Source: an optimization exercise on an open RTL-to-GDS flow (aim: small area). Production flows keep margins and buffers that such runs may drop. Only simulation tests tie the RTL to the original design; equivalence was not proved. Power figures rest on the tool's default switching activity, not on a simulated workload.

$ cat flow/constraint.sdc
create_clock -name core_clock -period 10.0 [get_ports {CLK}]
set_input_delay 2.0000 -clock core_clock [delete_from_list [all_inputs] [get_ports {CLK}]]
set_output_delay 2.0000 -clock core_clock [all_outputs]
set_load 0.01 [all_outputs]
$ cat flow/design.v
module blinkled
(
  input CLK,
  input RST,
  output [32-1:0] maxi_awaddr,
  output [8-1:0] maxi_awlen,
  output [3-1:0] maxi_awsize,
  output [2-1:0] maxi_awburst,
  output [1-1:0] maxi_awlock,
  output [4-1:0] maxi_awcache,
  output [3-1:0] maxi_awprot,
  output [4-1:0] maxi_awqos,
  output [2-1:0] maxi_awuser,
  output maxi_awvalid,
  input maxi_awready,
  output [32-1:0] maxi_wdata,
  output [4-1:0] maxi_wstrb,
  output maxi_wlast,
  output maxi_wvalid,
  input maxi_wready,
  input [2-1:0] maxi_bresp,
  input maxi_bvalid,
  output maxi_bready,
  output [32-1:0] maxi_araddr,
  output [8-1:0] maxi_arlen,
  output [3-1:0] maxi_arsize,
  output [2-1:0] maxi_arburst,
  output [1-1:0] maxi_arlock,
  output [4-1:0] maxi_arcache,
  output [3-1:0] maxi_arprot,
  output [4-1:0] maxi_arqos,
  output [2-1:0] maxi_aruser,
  output maxi_arvalid,
  input maxi_arready,
  input [32-1:0] maxi_rdata,
  input [2-1:0] maxi_rresp,
  input maxi_rlast,
  input maxi_rvalid,
  output maxi_rready,
  input [32-1:0] saxi_awaddr,
  input [4-1:0] saxi_awcache,
  input [3-1:0] saxi_awprot,
  input saxi_awvalid,
  output saxi_awready,
  input [32-1:0] saxi_wdata,
  input [4-1:0] saxi_wstrb,
  input saxi_wvalid,
  output saxi_wready,
  output [2-1:0] saxi_bresp,
  output saxi_bvalid,
  input saxi_bready,
  input [32-1:0] saxi_araddr,
  input [4-1:0] saxi_arcache,
  input [3-1:0] saxi_arprot,
  input saxi_arvalid,
  output saxi_arready,
  output [32-1:0] saxi_rdata,
  output [2-1:0] saxi_rresp,
  output saxi_rvalid,
  input saxi_rready
);
  assign maxi_awlen   = 8'd0;
  assign maxi_awsize  = 3'd2;
  assign maxi_awburst = 2'd1;
  assign maxi_awlock  = 1'd0;
  assign maxi_awcache = 4'd3;
  assign maxi_awprot  = 3'd0;
  assign maxi_awqos   = 4'd0;
  assign maxi_awuser  = 2'd0;
  assign maxi_wstrb   = 4'hf;
  assign maxi_wlast   = 1'b1;
  assign maxi_bready  = 1'b1;
  assign maxi_arlen   = 8'd0;
  assign maxi_arsize  = 3'd2;
  assign maxi_arburst = 2'd1;
  assign maxi_arlock  = 1'd0;
  assign maxi_arcache = 4'd3;
  assign maxi_arprot  = 3'd0;
  assign maxi_arqos   = 4'd0;
  assign maxi_aruser  = 2'd0;
  assign saxi_bresp   = 2'd0;
  assign saxi_rresp   = 2'd0;
  reg [31:0] r_n, r_a, r_b, r_c, r_s6, r_s7;
  reg        bvalid_r, rvalid_r, rbusy;
  reg [2:0]  raddr;
  wire       busy;
  wire wr = saxi_awvalid & saxi_wvalid & ~bvalid_r;
  wire rd = saxi_arvalid & ~rvalid_r;
  assign saxi_awready = wr;
  assign saxi_wready  = wr;
  assign saxi_arready = ~rvalid_r;
  assign saxi_bvalid  = bvalid_r;
  assign saxi_rvalid  = rvalid_r;
  reg [31:0] rdata_mux;
  always @* begin
    case (raddr)
      3'd2: rdata_mux = r_n;
      3'd3: rdata_mux = r_a;
      3'd4: rdata_mux = r_b;
      3'd5: rdata_mux = r_c;
      3'd6: rdata_mux = r_s6;
      3'd7: rdata_mux = r_s7;
      default: rdata_mux = {31'd0, rbusy};
    endcase
  end
  assign saxi_rdata = rdata_mux;
  wire start = wr & (saxi_awaddr[4:2] == 3'd0) & (saxi_wdata == 32'd1);
  always @(posedge CLK) begin
    if (RST) begin
      bvalid_r <= 1'b0;
      rvalid_r <= 1'b0;
    end else begin
      if (wr) bvalid_r <= 1'b1;
      else if (saxi_bready) bvalid_r <= 1'b0;
      if (rd) rvalid_r <= 1'b1;
      else if (saxi_rready) rvalid_r <= 1'b0;
    end
    if (rd) begin
      raddr <= saxi_araddr[4:2];
      rbusy <= busy;
    end
    if (wr) begin
      case (saxi_awaddr[4:2])
        3'd2: r_n  <= saxi_wdata;
        3'd3: r_a  <= saxi_wdata;
        3'd4: r_b  <= saxi_wdata;
        3'd5: r_c  <= saxi_wdata;
        3'd6: r_s6 <= saxi_wdata;
        3'd7: r_s7 <= saxi_wdata;
        default: ;
      endcase
    end
  end
  wire [4:0] n5  = r_n[4:0];
  wire [3:0] nm1 = n5 - 5'd1;
  function [29:0] addr_add;
    input [29:0] base;
    input [7:0]  off;
    reg c;
    reg p;
    integer i;
    begin
      c = 1'b0;
      for (i = 0; i < 8; i = i + 1) begin
        addr_add[i] = base[i] ^ off[i] ^ c;
        c = (base[i] & off[i]) | (c & (base[i] ^ off[i]));
      end
      p = 1'b1;
      for (i = 8; i < 30; i = i + 1) begin
        addr_add[i] = base[i] ^ (c & p);
        p = p & base[i];
      end
    end
  endfunction
  reg       ar_run, ar_sel;
  reg [3:0] ak, aj, ai;
  reg [7:0] arow, boff;
  reg       aw_v;
  reg [1:0] wcnt;
  wire ak_last = (ak == nm1);
  wire aj_last = (aj == nm1);
  wire ai_last = (ai == nm1);
  wire elem_end = ar_sel & ak_last;
  wire [7:0]  aoff  = arow + {4'd0, ak};
  wire [7:0]  roff  = ar_sel ? boff : aoff;
  wire [29:0] rbase = ar_sel ? r_b[31:2] : r_a[31:2];
  assign maxi_araddr  = {addr_add(rbase, roff), 2'b00};
  assign maxi_arvalid = ar_run & ~(elem_end & (aw_v | (wcnt == 2'd3)));
  assign maxi_awvalid = aw_v;
  assign maxi_awaddr  = {addr_add(r_c[31:2], arow + {4'd0, aj}), 2'b00};
  assign busy = ar_run | (wcnt != 2'd0);
  wire ar_hs = maxi_arvalid & maxi_arready;
  wire job_end = elem_end & aj_last & ai_last;
  always @(posedge CLK) begin
    if (RST) begin
      ar_run <= 1'b0;
      aw_v <= 1'b0;
      wcnt <= 2'd0;
    end else begin
      if (start) ar_run <= 1'b1;
      else if (ar_hs & job_end) ar_run <= 1'b0;
      if (start | (ar_hs & elem_end & ~job_end)) aw_v <= 1'b1;
      else if (maxi_awready) aw_v <= 1'b0;
      wcnt <= wcnt + {1'b0, start | (ar_hs & elem_end & ~job_end)} - {1'b0, maxi_bvalid};
    end
    if (start) begin
      ar_sel <= 1'b0;
      ak <= 4'd0; aj <= 4'd0; ai <= 4'd0;
      arow <= 8'd0; boff <= 8'd0;
    end else if (ar_hs) begin
      ar_sel <= ~ar_sel;
      if (ar_sel) begin
        boff <= (ak_last & aj_last) ? 8'd0 : boff + 8'd1;
        ak <= ak_last ? 4'd0 : ak + 4'd1;
        if (ak_last) begin
          aj <= aj_last ? 4'd0 : aj + 4'd1;
          if (aj_last) begin
            arow <= arow + {3'd0, n5};
            ai <= ai + 4'd1;
          end
        end
      end
    end
  end
  localparam C_A = 3'd0, C_B = 3'd1, C_L = 3'd2, C_F = 3'd3, C_W = 3'd4;
  reg [2:0]  cst;
  reg [1:0]  s;
  reg        pend3;
  reg [31:0] X, acc;
  reg [2:0]  cr;
  reg [3:0]  ck;
  wire slice3 = ((cst == C_A) & pend3) | (cst == C_L);
  wire bslice = (cst == C_B);
  reg [8:0] ybus;
  always @* begin
    case (s)
      2'd0: ybus = {maxi_rdata[7:0], 1'b0};
      2'd1: ybus = maxi_rdata[15:7];
      default: ybus = maxi_rdata[23:15];
    endcase
  end
  wire [8:0]  y  = ({9{slice3}} & X[8:0]) | ({9{bslice}} & ybus);
  wire [31:0] xm = slice3 ? {X[31:9], 9'd0} : X;
  wire [31:0] sum;
  wire [2:0]  co;
  mac_core u_mac (.x(xm), .y(y), .acc(acc), .ci(cr), .sum(sum), .co(co));
  assign maxi_rready = (cst == C_A) | (bslice & (s == 2'd2));
  assign maxi_wdata  = acc;
  assign maxi_wvalid = (cst == C_W);
  wire w_hs = (cst == C_W) & maxi_wready;
  always @(posedge CLK) begin
    if (RST) begin
      cst <= C_A;
      pend3 <= 1'b0;
    end else if (start) begin
      cst <= C_A;
      pend3 <= 1'b0;
    end else begin
      case (cst)
        C_A: begin
          pend3 <= 1'b0;
          if (maxi_rvalid) cst <= C_B;
        end
        C_B: if (maxi_rvalid & (s == 2'd2)) begin
          if (ck == nm1) cst <= C_L;
          else begin cst <= C_A; pend3 <= 1'b1; end
        end
        C_L: cst <= (co == 3'd0) ? C_W : C_F;
        C_F: if (co == 3'd0) cst <= C_W;
        C_W: if (maxi_wready) cst <= C_A;
        default: cst <= C_A;
      endcase
    end
    if (start | w_hs) begin
      acc <= 32'd0;
      cr <= 3'd0;
      ck <= 4'd0;
    end else if (slice3 | (bslice & maxi_rvalid) | (cst == C_F)) begin
      acc <= sum;
      cr <= co;
    end
    case (cst)
      C_A: if (maxi_rvalid) begin X <= maxi_rdata; s <= 2'd0; end
      C_B: if (maxi_rvalid) begin
        s <= s + 2'd1;
        if (s == 2'd2) begin
          X <= {X[23:1], maxi_rdata[31:23]};
          ck <= ck + 4'd1;
        end else begin
          X <= {X[23:0], 8'd0};
        end
      end
      default: ;
    endcase
  end
endmodule
module mac_core (
  input  [31:0] x,
  input  [8:0]  y,
  input  [31:0] acc,
  input  [2:0]  ci,
  output [31:0] sum,
  output [2:0]  co
);
  wire one1 = y[1] ^ y[0];
  wire two2 = (y[2] & ~y[1] & ~y[0]) | (~y[2] & y[1] & y[0]);
  wire neg3 = y[2] & ~(y[1] & y[0]);
  wire pp4 = ((one1 & x[0]) ^ neg3);
  wire pp5 = (((one1 & x[1]) | (two2 & x[0])) ^ neg3);
  wire pp6 = (((one1 & x[2]) | (two2 & x[1])) ^ neg3);
  wire pp7 = (((one1 & x[3]) | (two2 & x[2])) ^ neg3);
  wire pp8 = (((one1 & x[4]) | (two2 & x[3])) ^ neg3);
  wire pp9 = (((one1 & x[5]) | (two2 & x[4])) ^ neg3);
  wire pp10 = (((one1 & x[6]) | (two2 & x[5])) ^ neg3);
  wire pp11 = (((one1 & x[7]) | (two2 & x[6])) ^ neg3);
  wire pp12 = (((one1 & x[8]) | (two2 & x[7])) ^ neg3);
  wire pp13 = (((one1 & x[9]) | (two2 & x[8])) ^ neg3);
  wire pp14 = (((one1 & x[10]) | (two2 & x[9])) ^ neg3);
  wire pp15 = (((one1 & x[11]) | (two2 & x[10])) ^ neg3);
  wire pp16 = (((one1 & x[12]) | (two2 & x[11])) ^ neg3);
  wire pp17 = (((one1 & x[13]) | (two2 & x[12])) ^ neg3);
  wire pp18 = (((one1 & x[14]) | (two2 & x[13])) ^ neg3);
  wire pp19 = (((one1 & x[15]) | (two2 & x[14])) ^ neg3);
  wire pp20 = (((one1 & x[16]) | (two2 & x[15])) ^ neg3);
  wire pp21 = (((one1 & x[17]) | (two2 & x[16])) ^ neg3);
  wire pp22 = (((one1 & x[18]) | (two2 & x[17])) ^ neg3);
  wire pp23 = (((one1 & x[19]) | (two2 & x[18])) ^ neg3);
  wire pp24 = (((one1 & x[20]) | (two2 & x[19])) ^ neg3);
  wire pp25 = (((one1 & x[21]) | (two2 & x[20])) ^ neg3);
  wire pp26 = (((one1 & x[22]) | (two2 & x[21])) ^ neg3);
  wire pp27 = (((one1 & x[23]) | (two2 & x[22])) ^ neg3);
  wire pp28 = (((one1 & x[24]) | (two2 & x[23])) ^ neg3);
  wire pp29 = (((one1 & x[25]) | (two2 & x[24])) ^ neg3);
  wire pp30 = (((one1 & x[26]) | (two2 & x[25])) ^ neg3);
  wire pp31 = (((one1 & x[27]) | (two2 & x[26])) ^ neg3);
  wire pp32 = (((one1 & x[28]) | (two2 & x[27])) ^ neg3);
  wire pp33 = (((one1 & x[29]) | (two2 & x[28])) ^ neg3);
  wire pp34 = (((one1 & x[30]) | (two2 & x[29])) ^ neg3);
  wire pp35 = (((one1 & x[31]) | (two2 & x[30])) ^ neg3);
  wire one36 = y[3] ^ y[2];
  wire two37 = (y[4] & ~y[3] & ~y[2]) | (~y[4] & y[3] & y[2]);
  wire neg38 = y[4] & ~(y[3] & y[2]);
  wire pp39 = ((one36 & x[0]) ^ neg38);
  wire pp40 = (((one36 & x[1]) | (two37 & x[0])) ^ neg38);
  wire pp41 = (((one36 & x[2]) | (two37 & x[1])) ^ neg38);
  wire pp42 = (((one36 & x[3]) | (two37 & x[2])) ^ neg38);
  wire pp43 = (((one36 & x[4]) | (two37 & x[3])) ^ neg38);
  wire pp44 = (((one36 & x[5]) | (two37 & x[4])) ^ neg38);
  wire pp45 = (((one36 & x[6]) | (two37 & x[5])) ^ neg38);
  wire pp46 = (((one36 & x[7]) | (two37 & x[6])) ^ neg38);
  wire pp47 = (((one36 & x[8]) | (two37 & x[7])) ^ neg38);
  wire pp48 = (((one36 & x[9]) | (two37 & x[8])) ^ neg38);
  wire pp49 = (((one36 & x[10]) | (two37 & x[9])) ^ neg38);
  wire pp50 = (((one36 & x[11]) | (two37 & x[10])) ^ neg38);
  wire pp51 = (((one36 & x[12]) | (two37 & x[11])) ^ neg38);
  wire pp52 = (((one36 & x[13]) | (two37 & x[12])) ^ neg38);
  wire pp53 = (((one36 & x[14]) | (two37 & x[13])) ^ neg38);
  wire pp54 = (((one36 & x[15]) | (two37 & x[14])) ^ neg38);
  wire pp55 = (((one36 & x[16]) | (two37 & x[15])) ^ neg38);
  wire pp56 = (((one36 & x[17]) | (two37 & x[16])) ^ neg38);
  wire pp57 = (((one36 & x[18]) | (two37 & x[17])) ^ neg38);
  wire pp58 = (((one36 & x[19]) | (two37 & x[18])) ^ neg38);
  wire pp59 = (((one36 & x[20]) | (two37 & x[19])) ^ neg38);
  wire pp60 = (((one36 & x[21]) | (two37 & x[20])) ^ neg38);
  wire pp61 = (((one36 & x[22]) | (two37 & x[21])) ^ neg38);
  wire pp62 = (((one36 & x[23]) | (two37 & x[22])) ^ neg38);
  wire pp63 = (((one36 & x[24]) | (two37 & x[23])) ^ neg38);
  wire pp64 = (((one36 & x[25]) | (two37 & x[24])) ^ neg38);
  wire pp65 = (((one36 & x[26]) | (two37 & x[25])) ^ neg38);
  wire pp66 = (((one36 & x[27]) | (two37 & x[26])) ^ neg38);
  wire pp67 = (((one36 & x[28]) | (two37 & x[27])) ^ neg38);
  wire pp68 = (((one36 & x[29]) | (two37 & x[28])) ^ neg38);
  wire one69 = y[5] ^ y[4];
  wire two70 = (y[6] & ~y[5] & ~y[4]) | (~y[6] & y[5] & y[4]);
  wire neg71 = y[6] & ~(y[5] & y[4]);
  wire pp72 = ((one69 & x[0]) ^ neg71);
  wire pp73 = (((one69 & x[1]) | (two70 & x[0])) ^ neg71);
  wire pp74 = (((one69 & x[2]) | (two70 & x[1])) ^ neg71);
  wire pp75 = (((one69 & x[3]) | (two70 & x[2])) ^ neg71);
  wire pp76 = (((one69 & x[4]) | (two70 & x[3])) ^ neg71);
  wire pp77 = (((one69 & x[5]) | (two70 & x[4])) ^ neg71);
  wire pp78 = (((one69 & x[6]) | (two70 & x[5])) ^ neg71);
  wire pp79 = (((one69 & x[7]) | (two70 & x[6])) ^ neg71);
  wire pp80 = (((one69 & x[8]) | (two70 & x[7])) ^ neg71);
  wire pp81 = (((one69 & x[9]) | (two70 & x[8])) ^ neg71);
  wire pp82 = (((one69 & x[10]) | (two70 & x[9])) ^ neg71);
  wire pp83 = (((one69 & x[11]) | (two70 & x[10])) ^ neg71);
  wire pp84 = (((one69 & x[12]) | (two70 & x[11])) ^ neg71);
  wire pp85 = (((one69 & x[13]) | (two70 & x[12])) ^ neg71);
  wire pp86 = (((one69 & x[14]) | (two70 & x[13])) ^ neg71);
  wire pp87 = (((one69 & x[15]) | (two70 & x[14])) ^ neg71);
  wire pp88 = (((one69 & x[16]) | (two70 & x[15])) ^ neg71);
  wire pp89 = (((one69 & x[17]) | (two70 & x[16])) ^ neg71);
  wire pp90 = (((one69 & x[18]) | (two70 & x[17])) ^ neg71);
  wire pp91 = (((one69 & x[19]) | (two70 & x[18])) ^ neg71);
  wire pp92 = (((one69 & x[20]) | (two70 & x[19])) ^ neg71);
  wire pp93 = (((one69 & x[21]) | (two70 & x[20])) ^ neg71);
  wire pp94 = (((one69 & x[22]) | (two70 & x[21])) ^ neg71);
  wire pp95 = (((one69 & x[23]) | (two70 & x[22])) ^ neg71);
  wire pp96 = (((one69 & x[24]) | (two70 & x[23])) ^ neg71);
  wire pp97 = (((one69 & x[25]) | (two70 & x[24])) ^ neg71);
  wire pp98 = (((one69 & x[26]) | (two70 & x[25])) ^ neg71);
  wire pp99 = (((one69 & x[27]) | (two70 & x[26])) ^ neg71);
  wire one100 = y[7] ^ y[6];
  wire two101 = (y[8] & ~y[7] & ~y[6]) | (~y[8] & y[7] & y[6]);
  wire neg102 = y[8] & ~(y[7] & y[6]);
  wire pp103 = ((one100 & x[0]) ^ neg102);
  wire pp104 = (((one100 & x[1]) | (two101 & x[0])) ^ neg102);
  wire pp105 = (((one100 & x[2]) | (two101 & x[1])) ^ neg102);
  wire pp106 = (((one100 & x[3]) | (two101 & x[2])) ^ neg102);
  wire pp107 = (((one100 & x[4]) | (two101 & x[3])) ^ neg102);
  wire pp108 = (((one100 & x[5]) | (two101 & x[4])) ^ neg102);
  wire pp109 = (((one100 & x[6]) | (two101 & x[5])) ^ neg102);
  wire pp110 = (((one100 & x[7]) | (two101 & x[6])) ^ neg102);
  wire pp111 = (((one100 & x[8]) | (two101 & x[7])) ^ neg102);
  wire pp112 = (((one100 & x[9]) | (two101 & x[8])) ^ neg102);
  wire pp113 = (((one100 & x[10]) | (two101 & x[9])) ^ neg102);
  wire pp114 = (((one100 & x[11]) | (two101 & x[10])) ^ neg102);
  wire pp115 = (((one100 & x[12]) | (two101 & x[11])) ^ neg102);
  wire pp116 = (((one100 & x[13]) | (two101 & x[12])) ^ neg102);
  wire pp117 = (((one100 & x[14]) | (two101 & x[13])) ^ neg102);
  wire pp118 = (((one100 & x[15]) | (two101 & x[14])) ^ neg102);
  wire pp119 = (((one100 & x[16]) | (two101 & x[15])) ^ neg102);
  wire pp120 = (((one100 & x[17]) | (two101 & x[16])) ^ neg102);
  wire pp121 = (((one100 & x[18]) | (two101 & x[17])) ^ neg102);
  wire pp122 = (((one100 & x[19]) | (two101 & x[18])) ^ neg102);
  wire pp123 = (((one100 & x[20]) | (two101 & x[19])) ^ neg102);
  wire pp124 = (((one100 & x[21]) | (two101 & x[20])) ^ neg102);
  wire pp125 = (((one100 & x[22]) | (two101 & x[21])) ^ neg102);
  wire pp126 = (((one100 & x[23]) | (two101 & x[22])) ^ neg102);
  wire pp127 = (((one100 & x[24]) | (two101 & x[23])) ^ neg102);
  wire pp128 = (((one100 & x[25]) | (two101 & x[24])) ^ neg102);
  wire s129 = pp8 ^ pp41;
  wire c130 = pp8 & pp41;
  wire s131 = pp9 ^ pp42;
  wire c132 = pp9 & pp42;
  wire p133 = pp10 ^ pp43;
  wire s134 = p133 ^ pp74;
  wire c135 = (pp10 & pp43) | (p133 & pp74);
  wire s136 = pp103 ^ neg102;
  wire c137 = pp103 & neg102;
  wire p138 = pp11 ^ pp44;
  wire s139 = p138 ^ pp75;
  wire c140 = (pp11 & pp44) | (p138 & pp75);
  wire s141 = pp104 ^ acc[7];
  wire c142 = pp104 & acc[7];
  wire p143 = pp12 ^ pp45;
  wire s144 = p143 ^ pp76;
  wire c145 = (pp12 & pp45) | (p143 & pp76);
  wire s146 = pp105 ^ acc[8];
  wire c147 = pp105 & acc[8];
  wire p148 = pp13 ^ pp46;
  wire s149 = p148 ^ pp77;
  wire c150 = (pp13 & pp46) | (p148 & pp77);
  wire s151 = pp106 ^ acc[9];
  wire c152 = pp106 & acc[9];
  wire p153 = pp14 ^ pp47;
  wire s154 = p153 ^ pp78;
  wire c155 = (pp14 & pp47) | (p153 & pp78);
  wire s156 = pp107 ^ acc[10];
  wire c157 = pp107 & acc[10];
  wire p158 = pp15 ^ pp48;
  wire s159 = p158 ^ pp79;
  wire c160 = (pp15 & pp48) | (p158 & pp79);
  wire s161 = pp108 ^ acc[11];
  wire c162 = pp108 & acc[11];
  wire p163 = pp16 ^ pp49;
  wire s164 = p163 ^ pp80;
  wire c165 = (pp16 & pp49) | (p163 & pp80);
  wire s166 = pp109 ^ acc[12];
  wire c167 = pp109 & acc[12];
  wire p168 = pp17 ^ pp50;
  wire s169 = p168 ^ pp81;
  wire c170 = (pp17 & pp50) | (p168 & pp81);
  wire s171 = pp110 ^ acc[13];
  wire c172 = pp110 & acc[13];
  wire p173 = pp18 ^ pp51;
  wire s174 = p173 ^ pp82;
  wire c175 = (pp18 & pp51) | (p173 & pp82);
  wire s176 = pp111 ^ acc[14];
  wire c177 = pp111 & acc[14];
  wire p178 = pp19 ^ pp52;
  wire s179 = p178 ^ pp83;
  wire c180 = (pp19 & pp52) | (p178 & pp83);
  wire s181 = pp112 ^ acc[15];
  wire c182 = pp112 & acc[15];
  wire p183 = pp20 ^ pp53;
  wire s184 = p183 ^ pp84;
  wire c185 = (pp20 & pp53) | (p183 & pp84);
  wire s186 = pp113 ^ acc[16];
  wire c187 = pp113 & acc[16];
  wire p188 = pp21 ^ pp54;
  wire s189 = p188 ^ pp85;
  wire c190 = (pp21 & pp54) | (p188 & pp85);
  wire s191 = pp114 ^ acc[17];
  wire c192 = pp114 & acc[17];
  wire p193 = pp22 ^ pp55;
  wire s194 = p193 ^ pp86;
  wire c195 = (pp22 & pp55) | (p193 & pp86);
  wire s196 = pp115 ^ acc[18];
  wire c197 = pp115 & acc[18];
  wire p198 = pp23 ^ pp56;
  wire s199 = p198 ^ pp87;
  wire c200 = (pp23 & pp56) | (p198 & pp87);
  wire s201 = pp116 ^ acc[19];
  wire c202 = pp116 & acc[19];
  wire p203 = pp24 ^ pp57;
  wire s204 = p203 ^ pp88;
  wire c205 = (pp24 & pp57) | (p203 & pp88);
  wire s206 = pp117 ^ acc[20];
  wire c207 = pp117 & acc[20];
  wire p208 = pp25 ^ pp58;
  wire s209 = p208 ^ pp89;
  wire c210 = (pp25 & pp58) | (p208 & pp89);
  wire s211 = pp118 ^ acc[21];
  wire c212 = pp118 & acc[21];
  wire p213 = pp26 ^ pp59;
  wire s214 = p213 ^ pp90;
  wire c215 = (pp26 & pp59) | (p213 & pp90);
  wire s216 = pp119 ^ acc[22];
  wire c217 = pp119 & acc[22];
  wire p218 = pp27 ^ pp60;
  wire s219 = p218 ^ pp91;
  wire c220 = (pp27 & pp60) | (p218 & pp91);
  wire s221 = pp120 ^ acc[23];
  wire c222 = pp120 & acc[23];
  wire p223 = pp28 ^ pp61;
  wire s224 = p223 ^ pp92;
  wire c225 = (pp28 & pp61) | (p223 & pp92);
  wire s226 = pp121 ^ acc[24];
  wire c227 = pp121 & acc[24];
  wire p228 = pp29 ^ pp62;
  wire s229 = p228 ^ pp93;
  wire c230 = (pp29 & pp62) | (p228 & pp93);
  wire s231 = pp122 ^ acc[25];
  wire c232 = pp122 & acc[25];
  wire p233 = pp30 ^ pp63;
  wire s234 = p233 ^ pp94;
  wire c235 = (pp30 & pp63) | (p233 & pp94);
  wire s236 = pp123 ^ acc[26];
  wire c237 = pp123 & acc[26];
  wire p238 = pp31 ^ pp64;
  wire s239 = p238 ^ pp95;
  wire c240 = (pp31 & pp64) | (p238 & pp95);
  wire s241 = pp124 ^ acc[27];
  wire c242 = pp124 & acc[27];
  wire p243 = pp32 ^ pp65;
  wire s244 = p243 ^ pp96;
  wire c245 = (pp32 & pp65) | (p243 & pp96);
  wire s246 = pp125 ^ acc[28];
  wire c247 = pp125 & acc[28];
  wire p248 = pp33 ^ pp66;
  wire s249 = p248 ^ pp97;
  wire c250 = (pp33 & pp66) | (p248 & pp97);
  wire s251 = pp126 ^ acc[29];
  wire c252 = pp126 & acc[29];
  wire p253 = pp34 ^ pp67;
  wire s254 = p253 ^ pp98;
  wire c255 = (pp34 & pp67) | (p253 & pp98);
  wire s256 = pp127 ^ acc[30];
  wire c257 = pp127 & acc[30];
  wire p258 = pp35 ^ pp68;
  wire s259 = p258 ^ pp99;
  wire c260 = (pp35 & pp68) | (p258 & pp99);
  wire s261 = pp128 ^ acc[31];
  wire c262 = pp128 & acc[31];
  wire s263 = pp6 ^ pp39;
  wire c264 = pp6 & pp39;
  wire s265 = pp7 ^ pp40;
  wire c266 = pp7 & pp40;
  wire p267 = s129 ^ pp72;
  wire s268 = p267 ^ neg71;
  wire c269 = (s129 & pp72) | (p267 & neg71);
  wire p270 = s131 ^ pp73;
  wire s271 = p270 ^ acc[5];
  wire c272 = (s131 & pp73) | (p270 & acc[5]);
  wire p273 = s134 ^ s136;
  wire s274 = p273 ^ acc[6];
  wire c275 = (s134 & s136) | (p273 & acc[6]);
  wire p276 = s139 ^ s141;
  wire s277 = p276 ^ c135;
  wire c278 = (s139 & s141) | (p276 & c135);
  wire p279 = s144 ^ s146;
  wire s280 = p279 ^ c140;
  wire c281 = (s144 & s146) | (p279 & c140);
  wire p282 = s149 ^ s151;
  wire s283 = p282 ^ c145;
  wire c284 = (s149 & s151) | (p282 & c145);
  wire p285 = s154 ^ s156;
  wire s286 = p285 ^ c150;
  wire c287 = (s154 & s156) | (p285 & c150);
  wire p288 = s159 ^ s161;
  wire s289 = p288 ^ c155;
  wire c290 = (s159 & s161) | (p288 & c155);
  wire p291 = s164 ^ s166;
  wire s292 = p291 ^ c160;
  wire c293 = (s164 & s166) | (p291 & c160);
  wire p294 = s169 ^ s171;
  wire s295 = p294 ^ c165;
  wire c296 = (s169 & s171) | (p294 & c165);
  wire p297 = s174 ^ s176;
  wire s298 = p297 ^ c170;
  wire c299 = (s174 & s176) | (p297 & c170);
  wire p300 = s179 ^ s181;
  wire s301 = p300 ^ c175;
  wire c302 = (s179 & s181) | (p300 & c175);
  wire p303 = s184 ^ s186;
  wire s304 = p303 ^ c180;
  wire c305 = (s184 & s186) | (p303 & c180);
  wire p306 = s189 ^ s191;
  wire s307 = p306 ^ c185;
  wire c308 = (s189 & s191) | (p306 & c185);
  wire p309 = s194 ^ s196;
  wire s310 = p309 ^ c190;
  wire c311 = (s194 & s196) | (p309 & c190);
  wire p312 = s199 ^ s201;
  wire s313 = p312 ^ c195;
  wire c314 = (s199 & s201) | (p312 & c195);
  wire p315 = s204 ^ s206;
  wire s316 = p315 ^ c200;
  wire c317 = (s204 & s206) | (p315 & c200);
  wire p318 = s209 ^ s211;
  wire s319 = p318 ^ c205;
  wire c320 = (s209 & s211) | (p318 & c205);
  wire p321 = s214 ^ s216;
  wire s322 = p321 ^ c210;
  wire c323 = (s214 & s216) | (p321 & c210);
  wire p324 = s219 ^ s221;
  wire s325 = p324 ^ c215;
  wire c326 = (s219 & s221) | (p324 & c215);
  wire p327 = s224 ^ s226;
  wire s328 = p327 ^ c220;
  wire c329 = (s224 & s226) | (p327 & c220);
  wire p330 = s229 ^ s231;
  wire s331 = p330 ^ c225;
  wire c332 = (s229 & s231) | (p330 & c225);
  wire p333 = s234 ^ s236;
  wire s334 = p333 ^ c230;
  wire c335 = (s234 & s236) | (p333 & c230);
  wire p336 = s239 ^ s241;
  wire s337 = p336 ^ c235;
  wire c338 = (s239 & s241) | (p336 & c235);
  wire p339 = s244 ^ s246;
  wire s340 = p339 ^ c240;
  wire c341 = (s244 & s246) | (p339 & c240);
  wire p342 = s249 ^ s251;
  wire s343 = p342 ^ c245;
  wire c344 = (s249 & s251) | (p342 & c245);
  wire p345 = s254 ^ s256;
  wire s346 = p345 ^ c250;
  wire c347 = (s254 & s256) | (p345 & c250);
  wire p348 = s259 ^ s261;
  wire s349 = p348 ^ c255;
  wire c350 = (s259 & s261) | (p348 & c255);
  wire s351 = pp4 ^ neg3;
  wire c352 = pp4 & neg3;
  wire s353 = pp5 ^ acc[1];
  wire c354 = pp5 & acc[1];
  wire p355 = s263 ^ neg38;
  wire s356 = p355 ^ acc[2];
  wire c357 = (s263 & neg38) | (p355 & acc[2]);
  wire p358 = s265 ^ acc[3];
  wire s359 = p358 ^ c264;
  wire c360 = (s265 & acc[3]) | (p358 & c264);
  wire p361 = s268 ^ acc[4];
  wire s362 = p361 ^ c266;
  wire c363 = (s268 & acc[4]) | (p361 & c266);
  wire p364 = s271 ^ c130;
  wire s365 = p364 ^ c269;
  wire c366 = (s271 & c130) | (p364 & c269);
  wire p367 = s274 ^ c132;
  wire s368 = p367 ^ c272;
  wire c369 = (s274 & c132) | (p367 & c272);
  wire p370 = s277 ^ c137;
  wire s371 = p370 ^ c275;
  wire c372 = (s277 & c137) | (p370 & c275);
  wire p373 = s280 ^ c142;
  wire s374 = p373 ^ c278;
  wire c375 = (s280 & c142) | (p373 & c278);
  wire p376 = s283 ^ c147;
  wire s377 = p376 ^ c281;
  wire c378 = (s283 & c147) | (p376 & c281);
  wire p379 = s286 ^ c152;
  wire s380 = p379 ^ c284;
  wire c381 = (s286 & c152) | (p379 & c284);
  wire p382 = s289 ^ c157;
  wire s383 = p382 ^ c287;
  wire c384 = (s289 & c157) | (p382 & c287);
  wire p385 = s292 ^ c162;
  wire s386 = p385 ^ c290;
  wire c387 = (s292 & c162) | (p385 & c290);
  wire p388 = s295 ^ c167;
  wire s389 = p388 ^ c293;
  wire c390 = (s295 & c167) | (p388 & c293);
  wire p391 = s298 ^ c172;
  wire s392 = p391 ^ c296;
  wire c393 = (s298 & c172) | (p391 & c296);
  wire p394 = s301 ^ c177;
  wire s395 = p394 ^ c299;
  wire c396 = (s301 & c177) | (p394 & c299);
  wire p397 = s304 ^ c182;
  wire s398 = p397 ^ c302;
  wire c399 = (s304 & c182) | (p397 & c302);
  wire p400 = s307 ^ c187;
  wire s401 = p400 ^ c305;
  wire c402 = (s307 & c187) | (p400 & c305);
  wire p403 = s310 ^ c192;
  wire s404 = p403 ^ c308;
  wire c405 = (s310 & c192) | (p403 & c308);
  wire p406 = s313 ^ c197;
  wire s407 = p406 ^ c311;
  wire c408 = (s313 & c197) | (p406 & c311);
  wire p409 = s316 ^ c202;
  wire s410 = p409 ^ c314;
  wire c411 = (s316 & c202) | (p409 & c314);
  wire p412 = s319 ^ c207;
  wire s413 = p412 ^ c317;
  wire c414 = (s319 & c207) | (p412 & c317);
  wire p415 = s322 ^ c212;
  wire s416 = p415 ^ c320;
  wire c417 = (s322 & c212) | (p415 & c320);
  wire p418 = s325 ^ c217;
  wire s419 = p418 ^ c323;
  wire c420 = (s325 & c217) | (p418 & c323);
  wire p421 = s328 ^ c222;
  wire s422 = p421 ^ c326;
  wire c423 = (s328 & c222) | (p421 & c326);
  wire p424 = s331 ^ c227;
  wire s425 = p424 ^ c329;
  wire c426 = (s331 & c227) | (p424 & c329);
  wire p427 = s334 ^ c232;
  wire s428 = p427 ^ c332;
  wire c429 = (s334 & c232) | (p427 & c332);
  wire p430 = s337 ^ c237;
  wire s431 = p430 ^ c335;
  wire c432 = (s337 & c237) | (p430 & c335);
  wire p433 = s340 ^ c242;
  wire s434 = p433 ^ c338;
  wire c435 = (s340 & c242) | (p433 & c338);
  wire p436 = s343 ^ c247;
  wire s437 = p436 ^ c341;
  wire c438 = (s343 & c247) | (p436 & c341);
  wire p439 = s346 ^ c252;
  wire s440 = p439 ^ c344;
  wire c441 = (s346 & c252) | (p439 & c344);
  wire p442 = s349 ^ c257;
  wire s443 = p442 ^ c347;
  wire c444 = (s349 & c257) | (p442 & c347);
  wire s445 = s351 ^ acc[0];
  wire c446 = s351 & acc[0];
  wire p447 = s353 ^ c352;
  wire s448 = p447 ^ c446;
  wire c449 = (s353 & c352) | (p447 & c446);
  wire p450 = s356 ^ c354;
  wire s451 = p450 ^ c449;
  wire c452 = (s356 & c354) | (p450 & c449);
  wire p453 = s359 ^ c357;
  wire s454 = p453 ^ c452;
  wire c455 = (s359 & c357) | (p453 & c452);
  wire p456 = s362 ^ c360;
  wire s457 = p456 ^ c455;
  wire c458 = (s362 & c360) | (p456 & c455);
  wire p459 = s365 ^ c363;
  wire s460 = p459 ^ c458;
  wire c461 = (s365 & c363) | (p459 & c458);
  wire p462 = s368 ^ c366;
  wire s463 = p462 ^ c461;
  wire c464 = (s368 & c366) | (p462 & c461);
  wire p465 = s371 ^ c369;
  wire s466 = p465 ^ c464;
  wire c467 = (s371 & c369) | (p465 & c464);
  wire p468 = s374 ^ c372;
  wire s469 = p468 ^ ci[0];
  wire c470 = (s374 & c372) | (p468 & ci[0]);
  wire p471 = s377 ^ c375;
  wire s472 = p471 ^ c470;
  wire c473 = (s377 & c375) | (p471 & c470);
  wire p474 = s380 ^ c378;
  wire s475 = p474 ^ c473;
  wire c476 = (s380 & c378) | (p474 & c473);
  wire p477 = s383 ^ c381;
  wire s478 = p477 ^ c476;
  wire c479 = (s383 & c381) | (p477 & c476);
  wire p480 = s386 ^ c384;
  wire s481 = p480 ^ c479;
  wire c482 = (s386 & c384) | (p480 & c479);
  wire p483 = s389 ^ c387;
  wire s484 = p483 ^ c482;
  wire c485 = (s389 & c387) | (p483 & c482);
  wire p486 = s392 ^ c390;
  wire s487 = p486 ^ c485;
  wire c488 = (s392 & c390) | (p486 & c485);
  wire p489 = s395 ^ c393;
  wire s490 = p489 ^ c488;
  wire c491 = (s395 & c393) | (p489 & c488);
  wire p492 = s398 ^ c396;
  wire s493 = p492 ^ ci[1];
  wire c494 = (s398 & c396) | (p492 & ci[1]);
  wire p495 = s401 ^ c399;
  wire s496 = p495 ^ c494;
  wire c497 = (s401 & c399) | (p495 & c494);
  wire p498 = s404 ^ c402;
  wire s499 = p498 ^ c497;
  wire c500 = (s404 & c402) | (p498 & c497);
  wire p501 = s407 ^ c405;
  wire s502 = p501 ^ c500;
  wire c503 = (s407 & c405) | (p501 & c500);
  wire p504 = s410 ^ c408;
  wire s505 = p504 ^ c503;
  wire c506 = (s410 & c408) | (p504 & c503);
  wire p507 = s413 ^ c411;
  wire s508 = p507 ^ c506;
  wire c509 = (s413 & c411) | (p507 & c506);
  wire p510 = s416 ^ c414;
  wire s511 = p510 ^ c509;
  wire c512 = (s416 & c414) | (p510 & c509);
  wire p513 = s419 ^ c417;
  wire s514 = p513 ^ c512;
  wire c515 = (s419 & c417) | (p513 & c512);
  wire p516 = s422 ^ c420;
  wire s517 = p516 ^ ci[2];
  wire c518 = (s422 & c420) | (p516 & ci[2]);
  wire p519 = s425 ^ c423;
  wire s520 = p519 ^ c518;
  wire c521 = (s425 & c423) | (p519 & c518);
  wire p522 = s428 ^ c426;
  wire s523 = p522 ^ c521;
  wire c524 = (s428 & c426) | (p522 & c521);
  wire p525 = s431 ^ c429;
  wire s526 = p525 ^ c524;
  wire c527 = (s431 & c429) | (p525 & c524);
  wire p528 = s434 ^ c432;
  wire s529 = p528 ^ c527;
  wire c530 = (s434 & c432) | (p528 & c527);
  wire p531 = s437 ^ c435;
  wire s532 = p531 ^ c530;
  wire c533 = (s437 & c435) | (p531 & c530);
  wire p534 = s440 ^ c438;
  wire s535 = p534 ^ c533;
  wire c536 = (s440 & c438) | (p534 & c533);
  wire p537 = s443 ^ c441;
  wire s538 = p537 ^ c536;
  wire c539 = (s443 & c441) | (p537 & c536);
  assign sum = {s538, s535, s532, s529, s526, s523, s520, s517, s514, s511, s508, s505, s502, s499, s496, s493, s490, s487, s484, s481, s478, s475, s472, s469, s466, s463, s460, s457, s454, s451, s448, s445};
  assign co = {c515, c491, c467};
endmodule
$ cat flow/config.mk
export PLATFORM = sky130hd
export DESIGN_NAME = blinkled
export DESIGN_NICKNAME = blinkled
export VERILOG_FILES = /design/flow/design.v
export SDC_FILE = /design/flow/constraint.sdc
export NUM_CORES = 4
export LEC_CHECK = 0
export CAP_MARGIN = 20
export CORE_MARGIN = 2
export CORE_UTILIZATION = 40
export SLEW_MARGIN = 20
$ cat flow/flow/run.sh
#!/bin/bash
# Standard ORFS layout, with smaller port buffers and a clock tree of small
# buffers without dummy loads. Each tool's output goes to a log of its own.
set -euo pipefail
bash standard.sh \
  'BUFFER_PORTS_ARGS=-buffer_cell sky130_fd_sc_hd__buf_1' \
  'CTS_ARGS=-sink_clustering_enable -repair_clock_nets -dont_use_dummy_load -buf_list {sky130_fd_sc_hd__clkbuf_4 sky130_fd_sc_hd__clkbuf_8}' \
  finish > flow_make.log 2>&1
$ cat flow/standard.sh
#!/bin/bash
# synth_recipe.tcl (not shown) runs the flow's synth.tcl, then flattens the netlist and writes it again
# the make line also repeats each setting of config.mk as NAME=value (left out here)
make -C /OpenROAD-flow-scripts/flow DESIGN_CONFIG=/design/flow/config.mk WORK_HOME=/design/flow/orfs CLKGATE_MAP_FILE= SYNTH_SCRIPT=/design/flow/synth_recipe.tcl "${@:-finish}"
==> results of run 1 <==
## logic make-up after synthesis
kind of cell | count (synthesis) | synth area share
XOR/XNOR | 223 | 0.09780
other | 2 | 0.0003617
buffers and inverters | 350 | 0.08014
AND/OR/NAND/NOR | 467 | 0.1082
adder cells (fa/ha/maj) | 190 | 0.1604
flip-flops | 308 | 0.4078
AO/OA/AOI/OAI | 350 | 0.1220
multiplexers | 44 | 0.02320
## Yosys cell counts (all sizes together), types with 63 or more instances
| cell type | instances | area share |
|---|---|---|
| edfxtp | 230 | 0.33 |
| dfxtp | 78 | 0.075 |
| a22oi | 203 | 0.073 |
| inv | 156 | 0.028 |
| nand2 | 176 | 0.032 |
| xnor2 | 115 | 0.049 |
| xor2 | 103 | 0.043 |
| buf | 114 | 0.037 |
| clkbuf | 80 | 0.014 |
| fa | 127 | 0.12 |
| nand3 | 68 | 0.016 |
| nor2 | 106 | 0.019 |
| ha | 63 | 0.038 |
## layout make-up
type                    instances  area share
diodes                          3   0.0003282
clock buffers                  54     0.03249
inverters                     156     0.02560
multi-input cells            1342      0.4802
flip-flops and latches        308      0.3703
well taps                     680     0.03720
repair buffers                267     0.05394
## cells in the final DEF (no fill, tap or decap), drive strengths merged, types with 58 or more instances in the layout
cell | Yosys | routed
a21oi | 58 | 58
a22oi | 203 | 203
fa | 127 | 127
buf | 114 | 267
xor2 | 103 | 103
dfxtp | 78 | 78
nand2 | 176 | 176
conb | 2 | 68
edfxtp | 230 | 230
xnor2 | 115 | 115
nor2 | 106 | 106
inv | 156 | 156
nand3 | 68 | 68
ha | 63 | 63
## power groups by stage
stage	combinational (W)	sequential, W	clock (W)
6_report	0.00315	0.00163	0.000948
5_1_grt	0.00368	0.00164	0.00103
4_1_cts	0.00319	0.00162	0.000982
3_5_place_dp	0.00317	0.00165	0
3_3_place_gp	0.00310	0.00165	0
2_1_floorplan	0.00247	0.00161	0
## flip-flops by register name, indices dropped and copies added (netlist names), 2 cells and up
name   count
X         32
acc       32
ai         4
aj         4
ak         4
arow       8
boff       8
ck         4
cr         3
cst        3
r_a       32
r_b       32
r_c       32
r_n       32
r_s6      32
r_s7      32
raddr      3
s          2
wcnt       2
## per-layer routing
metal | global-route usage | vias to the layer above
li1 | - | 6954
met1 | 0.2821 | 7422
met2 | 0.3262 | 566
met3 | 0.05378 | 121
met4 | 0.07051 | 18
met5 | 0 | -
## stage by stage
stage | total power [W] | worst slack [ns] | util | hold WS (ns)
3_3_place_gp | 0.004746 | 0.2626 | 0.4307 | 0.4682
4_1_cts | 0.005798 | 0.9424 | 0.4452 | 0.4850
2_1_floorplan | 0.004084 | 0.7712 | - | 0.4762
6_report | 0.005727 | 0.8655 | 0.4459 | 0.4788
3_5_place_dp | 0.004818 | 0.2296 | 0.4307 | 0.4759
5_1_grt | 0.006342 | 0.5444 | 0.4458 | 0.5051
## worst max-delay path: cells and delay by family
family	cells	cell delay, ns
AO/OA/AOI/OAI	5	1.33
adder cells (fa/ha/maj)	10	3.84
buffers and inverters	5	0.58
multiplexers	1	0.27
XOR/XNOR	7	1.62
## path summary, 6_finish.rpt
check,start,end,cells past startpoint
worst max register to register,cst[2]$_SDFFE_PP0P_,acc[31]$_SDFFE_PP0P_,26
worst min register to register,acc[1]$_SDFFE_PP0P_,acc[1]$_SDFFE_PP0P_,2
worst min-delay path,acc[1]$_SDFFE_PP0P_,acc[1]$_SDFFE_PP0P_,2
worst max-delay path,maxi_rdata[1],acc[31]$_SDFFE_PP0P_,28
==> results.txt, run 1 <==
outcome timing/DRC/antenna clean; # clock sinks just over 300; switching share of power 0.4104; Initial Util 0.4047; vias per cell 5.367; met1 WL 24300 um; MaxCap Viol Count 0; Post-DP Area 22090 um^2; via count 15080; clk buf depth 3; vias in the first global route 14790; post-DP HPWL 40410 um; min cycle time layout 9.135 ns; ys async rst share 0; leakage 8.733 nW; worst hold path type reg -> reg; Buffers on Ports ~210; CP max stage delay 0.51 ns; num rows 83; Final nets 2482; antenna-violating nets left 0; FILL cells around 5000; Clock Latency Late Sink 0.68 ns; Die Span Y 231.8 um; initial antenna violation count 11; Multi-input gate area roughly 11000 um^2; FF+latch count, synth 308; first-pass GRT wire length ~86000 um; Syn Inst Count 1934; 1st-iter DRT viols 1131; Clk pwr share 0.165; Switch Pwr 0.002350 W; Slowest cell on crit path o21ai_1; # hold bufs at CTS 0; most frequent cell on the critical path fa_1; num ports approximately 360; CP startpoint kind primary input; met2 routed WL 26030 um; final hold vios 0; Mapped Area approximately 21000 um^2; critical path required time 10.52 ns; Rel. slew slack 0.3337; Gate power share 0.551; Cell variety after synth 78; CP Max Fanout 17; Tightest Pin Transition 0.9994 ns; unrepaired setup endpoints after global routing no; Setup TNS 0 ns; Area growth, synth to finish 10.16%; Final Slew Violations 0; final cycle utilization of the critical path 0.9135; yosys warns 1; kind of critical path in -> reg; Post-Place Cells 2752; largest net degree at the start of global routing between 40 and 50; # setup viols final 0; Post-synth EDFFs 230; CTS tree yes; DR pass1 iterations 7; TritonCTS buffer count 54; register area share after synthesis 0.4078; Post-Route WL 56900 um; WP data arrival 9.66 ns; Post-CTS Resized 0; GRT overflow 0; CTS Root Cell clkbuf_8; uppermost routed layer met5; share of power burned in registers 0.284; internal power approximately 0.0034 W; Synth Flop Type edfxtp_1; fin cells 2810; WL/cell 20.25 um; fmax 109.5 MHz; Setup Skew 0.1285 ns; register area 8469 um^2; Clock Pin Slew Worst Setup and Hold Paths approximately 0.050 ns; reg2reg setup slack 1.18 ns; die width 231.8 um; share of layout cells above drive strength 1 0.08416; DRC Markers 0; Die ar. 53750 um^2; H-Tree Level Count 2; GR Util All Layers 0.2089; pwr dens 250.4 nW/um^2; Worst VDD drop around 0.16 mV; syn_area_per_cell ~11 um^2; post-CTS setup buffers 0; routability congestion estimate from global placement around 0.9; Final Instance Area roughly 23000 um^2; Core ar. 51300 um^2; crit path capture type flop; met3 WL ~4600 um
==> run 2, diff against run 1 <==
--- a/flow/design.v
+++ b/flow/design.v
@@ -135,4 +135,4 @@
   wire [3:0] nm1 = n5 - 5'd1;
-  function [29:0] addr_add;
-    input [29:0] base;
+  function [13:0] addr_add;
+    input [13:0] base;
     input [7:0]  off;
@@ -148,3 +148,3 @@
       p = 1'b1;
-      for (i = 8; i < 30; i = i + 1) begin
+      for (i = 8; i < 14; i = i + 1) begin
         addr_add[i] = base[i] ^ (c & p);
@@ -165,7 +165,7 @@
   wire [7:0]  roff  = ar_sel ? boff : aoff;
-  wire [29:0] rbase = ar_sel ? r_b[31:2] : r_a[31:2];
-  assign maxi_araddr  = {addr_add(rbase, roff), 2'b00};
+  wire [13:0] rbase = ar_sel ? r_b[15:2] : r_a[15:2];
+  assign maxi_araddr  = {r_a[31:16], addr_add(rbase, roff), 2'b00};
   assign maxi_arvalid = ar_run & ~(elem_end & (aw_v | (wcnt == 2'd3)));
   assign maxi_awvalid = aw_v;
-  assign maxi_awaddr  = {addr_add(r_c[31:2], arow + {4'd0, aj}), 2'b00};
+  assign maxi_awaddr  = {r_c[31:16], addr_add(r_c[15:2], arow + {4'd0, aj}), 2'b00};
   assign busy = ar_run | (wcnt != 2'd0);
==> flow/flow/run.sh (replaced) <==
#!/bin/bash
# ORFS layout through the standard.sh, with these changes:
#  - after the standard synthesis, flow/fa_polarity.py re-chooses the
#    polarity of each full-adder cell (a full adder on inverted inputs gives
#    inverted outputs) to remove inverters; registers are untouched;
#  - smaller port buffers, one tie cell per constant;
#  - a clock tree of clkbuf_8 without dummy loads.
# Each tool's output goes to a log of its own in this folder.
set -euo pipefail
ARGS=(
  'BUFFER_PORTS_ARGS=-buffer_cell sky130_fd_sc_hd__buf_1'
  'SKIP_REPAIR_TIE_FANOUT=1'
  'CTS_ARGS=-sink_clustering_enable -repair_clock_nets -dont_use_dummy_load -sink_clustering_size 20 -sink_clustering_max_diameter 60 -buf_list {sky130_fd_sc_hd__clkbuf_8}'
)
R=orfs/results/sky130hd/blinkled/base
bash standard.sh "${ARGS[@]}" synth > flow_synth.log 2>&1
cp "$R/1_2_yosys.v" flow_1_2_yosys_standard.v
python3 flow/fa_polarity.py flow_1_2_yosys_standard.v "$R/1_2_yosys.v" > flow_fa_polarity.log 2>&1
rm -f "$R/1_synth.odb" "$R/1_synth.sdc"
bash standard.sh "${ARGS[@]}" finish > flow_make.log 2>&1
==> flow/flow/fa_polarity.py (new file) <==
#!/usr/bin/env python3
"""Remove inverters around full-adder cells of a flat sky130hd netlist.

A full adder is self-dual: FA(~a, ~b, ~c) = (~sum, ~cout).  This script
chooses, for each sky130_fd_sc_hd__fa_* cell, whether to implement it on the
complemented inputs (giving complemented outputs), so that as few inverters
as possible are needed, and rewrites the netlist with one inverter per net
that needs one.  Registers and all other cells are left as they are.

usage: fa_polarity.py IN.v OUT.v
"""
import re
import sys

OUT_PINS = {"X", "Y", "Q", "Q_N", "SUM", "COUT", "HI", "LO"}

src = open(sys.argv[1]).read()
inst_re = re.compile(r"(?ms)^  (sky130_fd_sc_hd__(\w+)) (\S+) \((.*?)\n  \);\n")
pin_re = re.compile(r"\.(\w+)\(([^()]*)\)")

insts = []
for m in inst_re.finditer(src):
    pins = [(p, n.strip()) for p, n in pin_re.findall(m.group(4))]
    insts.append(dict(span=m.span(), cell=m.group(1), typ=m.group(2), name=m.group(3), pins=pins))

# output ports (bit-level names as they appear on pins)
outports = set()
for m in re.finditer(r"(?m)^  output (\[(\d+):(\d+)\] )?(\S+);", src):
    if m.group(1):
        hi, lo = int(m.group(2)), int(m.group(3))
        for b in range(min(hi, lo), max(hi, lo) + 1):
            outports.add(f"{m.group(4)}[{b}]")
    else:
        outports.add(m.group(4))

def is_inv(i):
    return re.fullmatch(r"(clk)?inv_\d+", i["typ"]) is not None

def is_fa(i):
    return re.fullmatch(r"fa_\d+", i["typ"]) is not None

# inverters we may remove: output net is not a port, input is not a constant
inv_of = {}   # output net -> input net
removable = set()
for k, i in enumerate(insts):
    if is_inv(i):
        d = dict(i["pins"])
        if d["Y"] not in outports and not d["A"].startswith(("1'", "0'")):
            inv_of[d["Y"]] = d["A"]
            removable.add(k)

def root(n):
    p = 0
    seen = 0
    while n in inv_of:
        n = inv_of[n]
        p ^= 1
        seen += 1
        if seen > 100:
            raise SystemExit("inverter loop")
    return n, p

# driver of each root net
drv = {}
for k, i in enumerate(insts):
    if k in removable:
        continue
    for p, n in i["pins"]:
        if p in OUT_PINS:
            drv[n] = k

# loads: (inst index, pin, root, parity)
loads = {}   # root -> list of (k, pin, parity)
for k, i in enumerate(insts):
    if k in removable:
        continue
    for p, n in i["pins"]:
        if p in OUT_PINS:
            continue
        r, par = root(n)
        loads.setdefault(r, []).append((k, p, par))
# output ports that are driven through removable inverters can't happen (kept)

fa_ids = [k for k, i in enumerate(insts) if is_fa(i)]
flip = {k: 0 for k in fa_ids}

def needs_inv(r):
    f = flip.get(drv.get(r, -1), 0)
    for k, p, par in loads.get(r, []):
        g = flip.get(k, 0)
        if par ^ g ^ f:
            return 1
    return 0

def roots_of(k):
    rs = set()
    for p, n in insts[k]["pins"]:
        if p in OUT_PINS:
            rs.add(n)
        else:
            rs.add(root(n)[0])
    return rs

before = sum(needs_inv(r) for r in loads)
changed = True
passes = 0
while changed and passes < 50:
    changed = False
    passes += 1
    for k in fa_ids:
        rs = roots_of(k)
        c0 = sum(needs_inv(r) for r in rs)
        flip[k] ^= 1
        c1 = sum(needs_inv(r) for r in rs)
        if c1 < c0:
            changed = True
        else:
            flip[k] ^= 1
# then a deterministic annealing pass, keeping the best assignment seen
import math
import random
rng = random.Random(1)
cur = sum(needs_inv(r) for r in loads)
best = dict(flip)
bestc = cur
STEPS = 200000
for it in range(STEPS):
    k = rng.choice(fa_ids)
    rs = roots_of(k)
    c0 = sum(needs_inv(r) for r in rs)
    flip[k] ^= 1
    d = sum(needs_inv(r) for r in rs) - c0
    T = max(0.05, 2.0 * (1 - it / STEPS))
    if d <= 0 or rng.random() < math.exp(-d / T):
        cur += d
        if cur < bestc:
            bestc = cur
            best = dict(flip)
    else:
        flip[k] ^= 1
flip.update(best)
after = sum(needs_inv(r) for r in loads)

# rewrite
def esc(n):
    return n + " " if n.startswith("\\") else n

newnet = {}
new_insts = []
for r in sorted(loads):
    if needs_inv(r):
        idx = len(newnet)
        nn = f"_fapol_n{idx}_"
        newnet[r] = nn
        new_insts.append(f"  sky130_fd_sc_hd__inv_1 _fapol_i{idx}_ (\n    .A({esc(r)}),\n    .Y({nn})\n  );\n")

def pin_net(k, p, n):
    r, par = root(n)
    f = flip.get(drv.get(r, -1), 0)
    g = flip.get(k, 0)
    return newnet[r] if (par ^ g ^ f) else r

out = []
pos = 0
for k, i in enumerate(insts):
    s, e = i["span"]
    out.append(src[pos:s])
    pos = e
    if k in removable:
        continue
    body = []
    for p, n in i["pins"]:
        body.append(f"    .{p}({esc(n if p in OUT_PINS else pin_net(k, p, n))})")
    out.append(f"  {i['cell']} {i['name']} (\n" + ",\n".join(body) + "\n  );\n")
rest = src[pos:]
decl = "".join(f"  wire {nn};\n" for nn in newnet.values())
ins = "".join(new_insts)
endm = rest.rindex("endmodule")
out.append(rest[:endm] + decl + ins + rest[endm:])
open(sys.argv[2], "w").write("".join(out))
print(f"fa cells {len(fa_ids)}, flipped {sum(flip.values())}, removable inverters {len(removable)}, "
      f"inverters before {before} (kept {len(insts) and sum(1 for i in insts if is_inv(i)) - len(removable)}), after {after}")
==> results.txt, run 2 <==
initial antenna violation count 6 (-5); DR pass1 iterations 5 (-2); DRC Markers 0 (unchanged); WL/cell 20.28 um (+0.18%); met1 GRT Util 0.2944 (+0.01230); CTS tree yes; outcome timing/DRC/antenna clean; internal power 0.003526 W (+4.4%); Worst VDD drop 0.1812 mV (+12%); # clock sinks 308 (unchanged); yosys warns 1 (unchanged); Rel. slew slack 0.2643 (-0.06939); kind of critical path in -> reg; CTS Root Cell clkbuf_8; largest net degree at the start of global routing 55 (+15%); Switch Pwr 0.002610 W (+11%); Buffers on Ports 214 (unchanged); Syn Inst Count 1791 (-7.4%); worst hold path type reg -> reg; syn_area_per_cell 11.13 um^2 (+3.7%); GRT overflow 0 (unchanged); CP Max Fanout 7 (-10); Pwr Total 0.006136 W (+7.2%); leakage 8.016 nW (-8.2%); TritonCTS buffer count 30 (-44%); antenna-violating nets left 0 (unchanged); Tightest Pin Transition 1.099 ns (+0.09927 ns); fmax 106.2 MHz (-3.0%); first-pass GRT wire length 79320 um (-8.2%); num rows 81 (-2.4%); Area growth, synth to finish 6.726%; most frequent cells in the layout edfxtp_1 (230), buf_1 (214), a22oi_1 (202); Die ar. 51660 um^2 (-3.9%); hold path cells 2 (unchanged); worst-case reg-to-reg path depth 24 (-7.7%); share of layout cells above drive strength 1 0.08289 (-0.001268); Setup Skew 0.1330 ns (+0.004529 ns); global route hottest layer met2; share of power burned in registers 0.268 (-0.016); post-DP HPWL 37100 um (-8.2%); WP data arrival 9.90 ns (+0.24 ns); # hold bufs at CTS 0 (unchanged); routing usage on met2 0.3029 (-0.02330); die width 227.3 um (-2.0%); 1st-iter DRT viols 1157 (+2.3%); switching share of power 0.4253 (+0.01491); via count 13660 (-9.4%); GR Util All Layers 0.1985 (-0.01036); vias per cell 5.389 (+0.42%); worst slack at placement -0.02987 ns (-0.2595 ns); min cycle time layout 9.418 ns (+0.2835 ns); most common cell after layout, fill and taps aside edfxtp_1; vias in the first global route 13620 (-8.0%); final setup margin 0.5820 ns (-0.2835 ns); critical path required time 10.49 ns (-0.03 ns); final core occ 0.4339 (-0.01197); Initial Util 0.4065 (+0.001804); final cycle utilization of the critical path 0.9418 (+0.02835); Final Slew Violations 0 (unchanged); CP startpoint kind primary input; Worst Setup SP maxi_rdata[1]; num ports 364 (unchanged); crit path capture type flop; worst hold endpoint acc[30]$_SDFFE_PP0P_; HP Start acc[30]$_SDFFE_PP0P_; # setup viols final 0 (unchanged); Gate power share 0.621 (+0.070); worst r2r src cst[0]$_SDFFE_PP0P_; Clock Pin Slew Worst Setup and Hold Paths 0.05 ns (about the same); Mapped Area 19940 um^2 (-4.0%); Post-Route WL 51420 um (-9.6%); pwr dens 288.3 nW/um^2 (+15%); worst r2r dst acc[31]$_SDFFE_PP0P_; Die Span Y 227.3 um (-2.0%); H-Tree Level Count 1 (-1); Clk pwr share 0.111 (-0.054); Final nets 2225 (-10%); final hold vios 0 (unchanged); MaxCap Viol Count 0 (unchanged); GR met3 Demand/Resource 0.03407 (-0.01971); Core ar. 49050 um^2 (-4.4%); Post-CTS Resized 0 (unchanged); Clock Latency Late Sink 0.68 ns (about the same); unrepaired setup endpoints after global routing no; post-CTS setup buffers 0 (unchanged); reg2reg setup slack 1.00 ns (-0.18 ns); routability congestion estimate from global placement 0.8597 (-4.0%); clk buf depth 3 (unchanged)
-- run 2: power by group through the flow --
| stage | logic (W) | clock network [W] | registers [W] |
|---|---|---|---|
| floorplan | 0.00304 | 0 | 0.00162 |
| global placement | 0.00378 | 0 | 0.00167 |
| detailed placement | 0.00386 | 0 | 0.00167 |
| CTS | 0.00389 | 0.000704 | 0.00164 |
| global route | 0.00449 | 0.000747 | 0.00166 |
| finish | 0.00381 | 0.000684 | 0.00164 |
-- run 2: layer usage --
layer / part of all wire / routed length [um]
met4: 0.020 / 1047
met1: 0.46 / 23510
met3: 0.067 / 3467
met5: 0.0012 / 63
met2: 0.45 / 23330
-- run 2: worst max path at each step --
stage,cells after the start,endpoint,slack [ns]
after floorplan,26,acc[31]$_SDFFE_PP0P_,0.61
after global routing,25,acc[31]$_SDFFE_PP0P_,0.21
after CTS,25,acc[31]$_SDFFE_PP0P_,0.60
final,25,acc[31]$_SDFFE_PP0P_,0.58
after global placement,25,acc[31]$_SDFFE_PP0P_,0.03
after detailed placement,25,acc[31]$_SDFFE_PP0P_,-0.03
-- run 2: area by class of cell --
cell class	instances	area, um^2
Sequential cell	308	8468
Tap cell	664	830.8
Fill cell	4683	27770
Antenna cell	1	2.502
Inverter	103	386.6
Clock buffer	30	412.9
Timing Repair Buffer	268	1266
Multi-Input combinational cell	1161	9916
-- run 2: critical path: stages --
cell,delay (ns)
buf_1,0.10
a22o_1,0.21
o21ai_1,0.58
o211ai_1,0.28
mux2i_2,0.47
a22oi_1,0.14
xor2_1,0.20
fa_1,0.59
inv_1,0.06
fa_1,0.50
fa_1,0.51
fa_1,0.42
fa_1,0.39
fa_1,0.39
fa_1,0.39
fa_1,0.40
fa_1,0.39
fa_1,0.39
xnor2_1,0.18
xnor2_1,0.11
xnor2_1,0.24
xnor2_1,0.18
xnor3_1,0.35
xnor3_1,0.22
a211oi_2,0.21
-- run 2: stage by stage --
step	cell area, um^2	TNS, ns	hold WS, ns	std cells
finish	21280	0	0.4805	2535
floorplan	19940	0	0.4755	1791
global route	21280	0	0.4999	2534
global placement	20840	0	0.4699	2503
detailed placement	20870	-0.02987	0.4693	2504
CTS	21280	0	0.4768	2534
==> run 3, diff against run 2 <==
--- a/flow/flow/run.sh
+++ b/flow/flow/run.sh
@@ -6,3 +6,3 @@
 #  - smaller port buffers, one tie cell per constant;
-#  - a clock tree of clkbuf_8 without dummy loads.
+#  - a clock tree of clkbuf_4 without dummy loads.
 # Each tool's output goes to a log of its own in this folder.
@@ -12,3 +12,3 @@
   'SKIP_REPAIR_TIE_FANOUT=1'
-  'CTS_ARGS=-sink_clustering_enable -repair_clock_nets -dont_use_dummy_load -sink_clustering_size 20 -sink_clustering_max_diameter 60 -buf_list {sky130_fd_sc_hd__clkbuf_8}'
+  'CTS_ARGS=-sink_clustering_enable -repair_clock_nets -dont_use_dummy_load -sink_clustering_size 10 -sink_clustering_max_diameter 40 -buf_list {sky130_fd_sc_hd__clkbuf_4}'
 )
==> results.txt, run 3 <==
Post-Route WL 51550 um (+0.24%); 1st-iter DRT viols 1249 (+8.0%); Pwr Total 0.006112 W (-0.40%); switching share of power 0.4275 (+0.002151); FILL cells 4715 (+0.68%); Rel. slew slack 0.2539 (-0.01042); Core ar. 49050 um^2 (unchanged); Buffers on Ports 214 (unchanged); Setup Skew 0.1274 ns (-0.005591 ns); antenna-violating nets left 0 (unchanged); unrepaired setup endpoints after global routing no; Initial Util 0.4065 (unchanged); die width 227.3 um (unchanged); most frequent cells in the layout edfxtp_1 (230), buf_1 (214), a22oi_1 (202); CTS tree yes; MaxCap Viol Count 0 (unchanged); Clock Latency Late Sink 0.85 ns (+0.17 ns); CTS Root Cell clkbuf_4; vias in the first global route 13840 (+1.6%); yosys warns 1 (unchanged); internal power 0.003499 W (-0.77%); # setup viols final 0 (unchanged); share of layout cells above drive strength 1 0.09355 (+0.01066); # clock sinks 308 (unchanged); most common cell after layout, fill and taps aside edfxtp_1; crit path capture type flop; Gate power share 0.623 (+0.002); Die Span Y 227.3 um (unchanged); Post-Place Cells 2504 (unchanged); TritonCTS buffer count 52 (+73%); DRC Markers 0 (unchanged); Area growth, synth to finish 6.651% (about the same); WL/cell 20.14 um (-0.74%); worst hold path type reg -> reg; clk buf depth 3 (unchanged); Die ar. 51660 um^2 (unchanged); Post-CTS Resized 0 (unchanged); initial antenna violation count 8 (+2); critical path required time 10.63 ns (+0.14 ns); first-pass GRT wire length 79570 um (+0.31%); pwr dens 287.4 nW/um^2 (-0.32%); post-DP HPWL 37100 um (unchanged); GRT overflow 0 (unchanged); Syn Inst Count 1791 (unchanged); Clock Pin Slew Worst Setup and Hold Paths 0.05 ns (about the same); Worst VDD drop 0.1790 mV (-1.2%); GR Util All Layers 0.2004 (+0.001942); Switch Pwr 0.002613 W (+0.11%); H-Tree Level Count 2 (+1); final cycle utilization of the critical path 0.9289 (-0.01288); share of power burned in registers 0.269 (about the same); syn_area_per_cell 11.13 um^2 (unchanged); post-CTS setup buffers 0 (unchanged); DR pass1 iterations 5 (unchanged); fmax 107.7 MHz (+1.4%); final hold vios 0 (unchanged); fin cells 2560 (+0.99%); outcome timing/DRC/antenna clean; leakage 8.039 nW (+0.29%); Final nets 2247 (+0.99%); Multi-input gate area 9916 um^2 (unchanged); vias per cell 5.397 (+0.15%); CP startpoint kind primary input; CP Max Fanout 7 (unchanged); min cycle time layout 9.289 ns (-0.1288 ns); num rows 81 (unchanged); register area 8468 um^2 (unchanged); Mapped Area 19940 um^2 (unchanged); via count 13820 (+1.1%); largest net degree at the start of global routing 55 (unchanged); Tightest Pin Transition 1.114 ns (+0.01556 ns); WP data arrival 9.92 ns (+0.02 ns); Final Slew Violations 0 (unchanged); Clk pwr share 0.109 (-0.002); num ports 364 (unchanged); kind of critical path in -> reg; routability congestion estimate from global placement 0.8597 (unchanged); # hold bufs at CTS 0 (unchanged)
==> run 3: cell count changes in the layout (fill, tap and decap cells not counted) <==
cell and delta:
clkbuf_4 +52, clkbuf_8 -30, diode_2 +3
==> run 3: power by group through the flow <==
stage | combinational (W) | clock, W | sequential, W
after global placement | 0.00378 | 0 | 0.00167
after CTS | 0.00389 | 0.000691 | 0.00164
final | 0.00380 | 0.000664 | 0.00164
after detailed placement | 0.00386 | 0 | 0.00167
after floorplan | 0.00304 | 0 | 0.00162
after global routing | 0.00449 | 0.000739 | 0.00166
==> run 3: area by class of cell <==
type,instances,area share
clock buffer,52,0.01836
inverter,103,0.01818
antenna,4,0.0004706
multi-input combinational,1161,0.4662
sequential,308,0.3982
timing repair buffer,268,0.05954
tap,664,0.03906
==> run 3: worst max-delay path, cell delays in order <==
cell and delay [ns]:
buf_1 0.10, a22o_1 0.21, o21ai_1 0.58, o211ai_1 0.28, mux2i_2 0.47, a22oi_1 0.14, xor2_1 0.20, fa_1 0.59
inv_1 0.07, fa_1 0.50, fa_1 0.51, fa_1 0.42, fa_1 0.39, fa_1 0.39, fa_1 0.39, fa_1 0.40
fa_1 0.39, fa_1 0.39, xnor2_1 0.18, xnor2_1 0.11, xnor2_1 0.24, xnor2_1 0.18, xnor3_1 0.35, xnor3_1 0.22
a211oi_2 0.22
==> run 3: final timing paths <==
check | from | to | slack [ns] | depth (start not counted)
setup reg to reg | cst[0]$_SDFFE_PP0P_ | acc[31]$_SDFFE_PP0P_ | 1.07 | 24
hold / removal | acc[30]$_SDFFE_PP0P_ | acc[30]$_SDFFE_PP0P_ | 0.48 | 2
setup / recovery | maxi_rdata[1] | acc[31]$_SDFFE_PP0P_ | 0.71 | 25
hold reg to reg | acc[30]$_SDFFE_PP0P_ | acc[30]$_SDFFE_PP0P_ | 0.48 | 2
==> run 3: routing by layer <==
layer | wire length, um | share of wire | vias up | GRT usage
li1 | - | - | 6396 | -
met1 | 23570 | 0.46 | 6848 | 0.2932
met2 | 23200 | 0.45 | 478 | 0.3020
met3 | 3677 | 0.071 | 85 | 0.04143
met4 | 1026 | 0.020 | 10 | 0.05376
met5 | 65 | 0.0013 | - | 0
==> run 3: through the flow <==
step	util	setup TNS [ns]	area, um^2	setup slack [ns]	hold WS, ns
finish	0.4336	0	21270	0.7108	0.4816
global route	0.4335	0	21270	0.3899	0.4998
CTS	0.4334	0	21260	0.7838	0.4766
detailed placement	0.4254	-0.02987	20870	-0.02987	0.4693
global placement	0.4249	0	20840	0.03010	0.4699
floorplan	-	0	19940	0.6103	0.4755

## separate check: timing with driven ports
No port has a modelled driver above. Below, the same layouts with a new extraction and two added sets of constraints. Step 1 (the two cells are an assumption about what drives the block):
set clk [get_ports {CLK}]
set_driving_cell -lib_cell sky130_fd_sc_hd__clkbuf_16 $clk
set_driving_cell -lib_cell sky130_fd_sc_hd__buf_2 [delete_from_list [all_inputs] $clk]
Step 2 also shifts input and output timing later by t, the mid clock arrival at the registers, as if the neighbouring blocks saw the same clock. Slacks: ideal / step 1 / step 2; pairs: ideal / step 1.
run	shift t [ns]	setup WS [ns]	clock arrival spread, ns
run 1	0.670	0.865 / 0.858 / 0.188	0.129 / 0.128
run 2	0.683	0.582 / 0.616 / -0.068	0.155 / 0.155
run 3	0.814	0.711 / 0.742 / -0.072	0.174 / 0.174
With both steps, setup timing fails in run 2 and run 3, where it was met with ideal ports. The setup slack of run 3, which loses most, moves by +0.031 ns with the drivers and by -0.783 ns with both steps.
